Background: an optimization exercise with open tools, aiming at small area, a short achievable clock period and few clock cycles per item. Do not read the settings as production practice. Power and IR drop assume default switching activity.

red:
==> flow/design.v <==
`timescale 1ns / 1ps
module fifo(
  input  logic        clk_i,
  input  logic        resetn_i,
  input  logic        push_i,
  input  logic [3:0]  data_i,
  input  logic        pop_i,
  output logic [3:0]  head_o,
  output logic [15:0] hsel_o,
  output logic        hvalid_o
);
  logic [3:0]  next [15:0];
  logic [3:0]  head, tail, head_next, head_new;
  logic [15:0] hsel;
  logic        hvalid;
  logic        more;
  assign head_o   = head;
  assign hsel_o   = hsel;
  assign hvalid_o = hvalid;
  assign more     = hvalid && ( head != tail );
  always @( posedge clk_i )
    for( int k = 0; k < 16; k++ )
      if( push_i && tail == k[3:0] )
        next[k] <= data_i;
  always @( posedge clk_i )
    if( push_i )
      tail <= data_i;
  always_comb
    begin
      head_next = '0;
      for( int k = 0; k < 16; k++ )
        head_next = head_next | ( next[k] & {4{hsel[k]}} );
    end
  assign head_new = more ? head_next : data_i;
  always @( posedge clk_i )
    if( !resetn_i )
      hvalid <= 1'b0;
    else
      hvalid <= pop_i ? ( more || push_i ) : ( hvalid || push_i );
  always @( posedge clk_i )
    if( pop_i || !hvalid )
      begin
        head <= head_new;
        for( int k = 0; k < 16; k++ )
          hsel[k] <= ( head_new == k[3:0] );
      end
endmodule
`timescale 1ns / 1ps
module memory #(
  parameter DATA_WIDTH = 8
)(
  input  logic                  clk_i,
  input  logic                  resetn_i,
  input  logic [3:0]            waddr_i,
  input  logic                  wr_i,
  input  logic                  set_i,      
  input  logic [DATA_WIDTH-1:0] data_i,
  input  logic [15:0]           rsel_i,     
  input  logic                  clr_i,      
  output logic [DATA_WIDTH-1:0] data_o,
  output logic                  valid_o
);
  logic [15:0]           valid;
  logic [15:0]           wsel;
  logic [DATA_WIDTH-1:0] mem [15:0];
  always_comb
    for( int k = 0; k < 16; k++ )
      wsel[k] = wr_i && ( waddr_i == k[3:0] );
  always @( posedge clk_i )
    for( int k = 0; k < 16; k++ )
      if( wsel[k] )
        mem[k] <= data_i;
  always @( posedge clk_i )
    if( !resetn_i )
      valid <= '0;
    else
      for( int k = 0; k < 16; k++ )
        if( wsel[k] && set_i )
          valid[k] <= 1'b1;
        else if( rsel_i[k] && clr_i )
          valid[k] <= 1'b0;
  always_comb
    begin
      data_o  = '0;
      valid_o = 1'b0;
      for( int k = 0; k < 16; k++ )
        begin
          data_o  = data_o  | ( mem[k] & {DATA_WIDTH{rsel_i[k]}} );
          valid_o = valid_o | ( valid[k] & rsel_i[k] );
        end
    end
endmodule
`timescale 1ns / 1ps
module reorder_buffer #(
  parameter DATA_WIDTH = 32
)(
  input  logic                    clk,
  input  logic                    rst_n,
  input  logic            [3:0]   s_arid_i,
  input  logic                    s_arvalid_i,
  output logic                    s_arready_o,
  output logic [DATA_WIDTH-1:0]   s_rdata_o,
  output logic            [3:0]   s_rid_o,
  output logic                    s_rvalid_o,
  input  logic                    s_rready_i,
  output logic            [3:0]   m_arid_o,
  output logic                    m_arvalid_o,
  input  logic                    m_arready_i,
  input  logic [DATA_WIDTH-1:0]   m_rdata_i,
  input  logic            [3:0]   m_rid_i,
  input  logic                    m_rvalid_i,
  output logic                    m_rready_o
);
  logic                  ar_hand_shake;
  logic [3:0]            head_id;
  logic                  head_valid;
  logic [15:0]           head_sel;
  logic [DATA_WIDTH-1:0] stored_data;
  logic                  stored;
  logic                  arrives;
  logic                  load;
  logic                  out_valid;
  logic [3:0]            out_id;
  logic [DATA_WIDTH-1:0] out_data;
  assign m_arid_o      = s_arid_i;
  assign m_arvalid_o   = s_arvalid_i;
  assign s_arready_o   = m_arready_i;
  assign ar_hand_shake = s_arvalid_i && m_arready_i;
  assign m_rready_o    = 1'b1;
  fifo FIFO(
    .clk_i    ( clk ),
    .resetn_i ( rst_n ),
    .push_i   ( ar_hand_shake ),
    .data_i   ( s_arid_i ),
    .pop_i    ( load ),
    .head_o   ( head_id ),
    .hsel_o   ( head_sel ),
    .hvalid_o ( head_valid )
  );
  memory #(
    .DATA_WIDTH ( DATA_WIDTH )
  ) MEM (
    .clk_i    ( clk ),
    .resetn_i ( rst_n ),
    .waddr_i  ( m_rid_i ),
    .wr_i     ( m_rvalid_i ),
    .set_i    ( !( load && !stored ) ),
    .data_i   ( m_rdata_i ),
    .rsel_i   ( head_sel ),
    .clr_i    ( load ),
    .data_o   ( stored_data ),
    .valid_o  ( stored )
  );
  assign arrives = m_rvalid_i && ( m_rid_i == head_id );
  assign load    = head_valid && ( !out_valid || s_rready_i ) && ( stored || arrives );
  always @( posedge clk )
    if( !rst_n )
      out_valid <= 1'b0;
    else if( load )
      out_valid <= 1'b1;
    else if( s_rready_i )
      out_valid <= 1'b0;
  always @( posedge clk )
    if( load )
      begin
        out_id   <= head_id;
        out_data <= stored ? stored_data : m_rdata_i;
      end
  assign s_rvalid_o = out_valid;
  assign s_rid_o    = out_id;
  assign s_rdata_o  = out_data;
endmodule
Settings: LEC_CHECK=0, CAP_MARGIN=20, CORE_MARGIN=2, CORE_UTILIZATION=40, CTS_CLUSTER_DIAMETER=100, CTS_CLUSTER_SIZE=30, SETUP_SLACK_MARGIN=2.5, SLEW_MARGIN=20; clock period 4.7 ns.
run.sh (not shown) runs the stock make flow with config.mk's settings and CLKGATE_MAP_FILE= SYNTH_SCRIPT=/design/flow/synth_recipe.tcl, a recipe that flattens the netlist after the stock synthesis.
red did not stop at any stage, and its layout met the timing, DRC and antenna checks.
### red -> blue
-- flow/design.v --
<<< red, line 54
  input  logic [3:0]            waddr_i,
  input  logic                  wr_i,
  input  logic                  set_i,      
  input  logic [DATA_WIDTH-1:0] data_i,
  input  logic [15:0]           rsel_i,     
  input  logic                  clr_i,      
  output logic [DATA_WIDTH-1:0] data_o,
  output logic                  valid_o
>>> blue, line 54
  input  logic [3:0]            waddr_i,
  input  logic                  wr_i,
  input  logic [DATA_WIDTH-1:0] data_i,
  input  logic [3:0]            caddr_i,    
  input  logic                  clr_i,
  input  logic [15:0]           rsel_i,     
  output logic [DATA_WIDTH-1:0] data_o,
  output logic                  valid_o
<<< red, line 76
    else
      for( int k = 0; k < 16; k++ )
        if( wsel[k] && set_i )
          valid[k] <= 1'b1;
        else if( rsel_i[k] && clr_i )
          valid[k] <= 1'b0;
  always_comb
>>> blue, line 76
    else
      for( int k = 0; k < 16; k++ )
        if( wsel[k] )
          valid[k] <= 1'b1;
        else if( clr_i && caddr_i == k[3:0] )
          valid[k] <= 1'b0;
  always_comb
<<< red, line 120
  logic                  arrives;
  logic                  load;
  logic                  out_valid;
  logic [3:0]            out_id;
>>> blue, line 120
  logic                  arrives;
  logic                  load;
  logic                  free;
  logic                  out_valid;
  logic [3:0]            out_id;
<<< red, line 145
    .waddr_i  ( m_rid_i ),
    .wr_i     ( m_rvalid_i ),
    .set_i    ( !( load && !stored ) ),
    .data_i   ( m_rdata_i ),
    .rsel_i   ( head_sel ),
    .clr_i    ( load ),
    .data_o   ( stored_data ),
    .valid_o  ( stored )
  );
  assign arrives = m_rvalid_i && ( m_rid_i == head_id );
  assign load    = head_valid && ( !out_valid || s_rready_i ) && ( stored || arrives );
  always @( posedge clk )
    if( !rst_n )
>>> blue, line 146
    .waddr_i  ( m_rid_i ),
    .wr_i     ( m_rvalid_i ),
    .data_i   ( m_rdata_i ),
    .caddr_i  ( s_arid_i ),
    .clr_i    ( ar_hand_shake ),
    .rsel_i   ( head_sel ),
    .data_o   ( stored_data ),
    .valid_o  ( stored )
  );
  assign arrives = m_rvalid_i && ( m_rid_i == head_id );
  assign load    = head_valid && free && ( stored || arrives );
  always @( posedge clk )
    if( !rst_n )
<<< red, line 161
    else if( s_rready_i )
      out_valid <= 1'b0;
  always @( posedge clk )
    if( load )
      begin
        out_id   <= head_id;
>>> blue, line 162
    else if( s_rready_i )
      out_valid <= 1'b0;
  assign free = !out_valid || s_rready_i;
  always @( posedge clk )
    if( free )
      begin
        out_id   <= head_id;
Notes after the runs:
- blue — horizontal die dimension about 0.4% lower, red as reference
- In blue, register-to-register slack is higher than in red.
- Changes observed in blue relative to red: sum of met2 wire segment lengths after detailed routing decreased by about 6% relative to the old numbers, combinational power share decreased 12 points, final period demand of the worst path has decreased, number of cells upsized or downsized after cts -48.
No run of this note included a check of the RTL's function; only the layout flow was run.

## re-timing with driven ports
How much do the figures lean on ideal ports? The routed layouts below were timed once more, with nothing changed but the port constraints.
Step 1 sets driving cells, clkbuf_16 on the clock port and buf_2 on the other inputs (assumed; they add their load-dependent delay and slew).
Step 2 adds t to the input delays and takes it off the output delays; t is the mean of the earliest and latest rising clock arrival at the registers after step 1. Input paths then give back, and output paths get back, about the clock's delay inside the block.
Three values: no drivers, after step 1, after step 2; two values: the first two.
| run | t (ns) | setup WS [ns] | clock arrival spread, ns |
|---|---|---|---|
| red | 0.655 | 2.279 / 2.279 / 1.717 | 0.025 / 0.024 |
| blue | 0.641 | 2.346 / 2.346 / 1.902 | 0.041 / 0.041 |
After both steps every run listed still meets setup and hold. For red, which loses most, drivers alone change the setup slack by 0.000 ns; drivers and shift together by -0.562 ns.
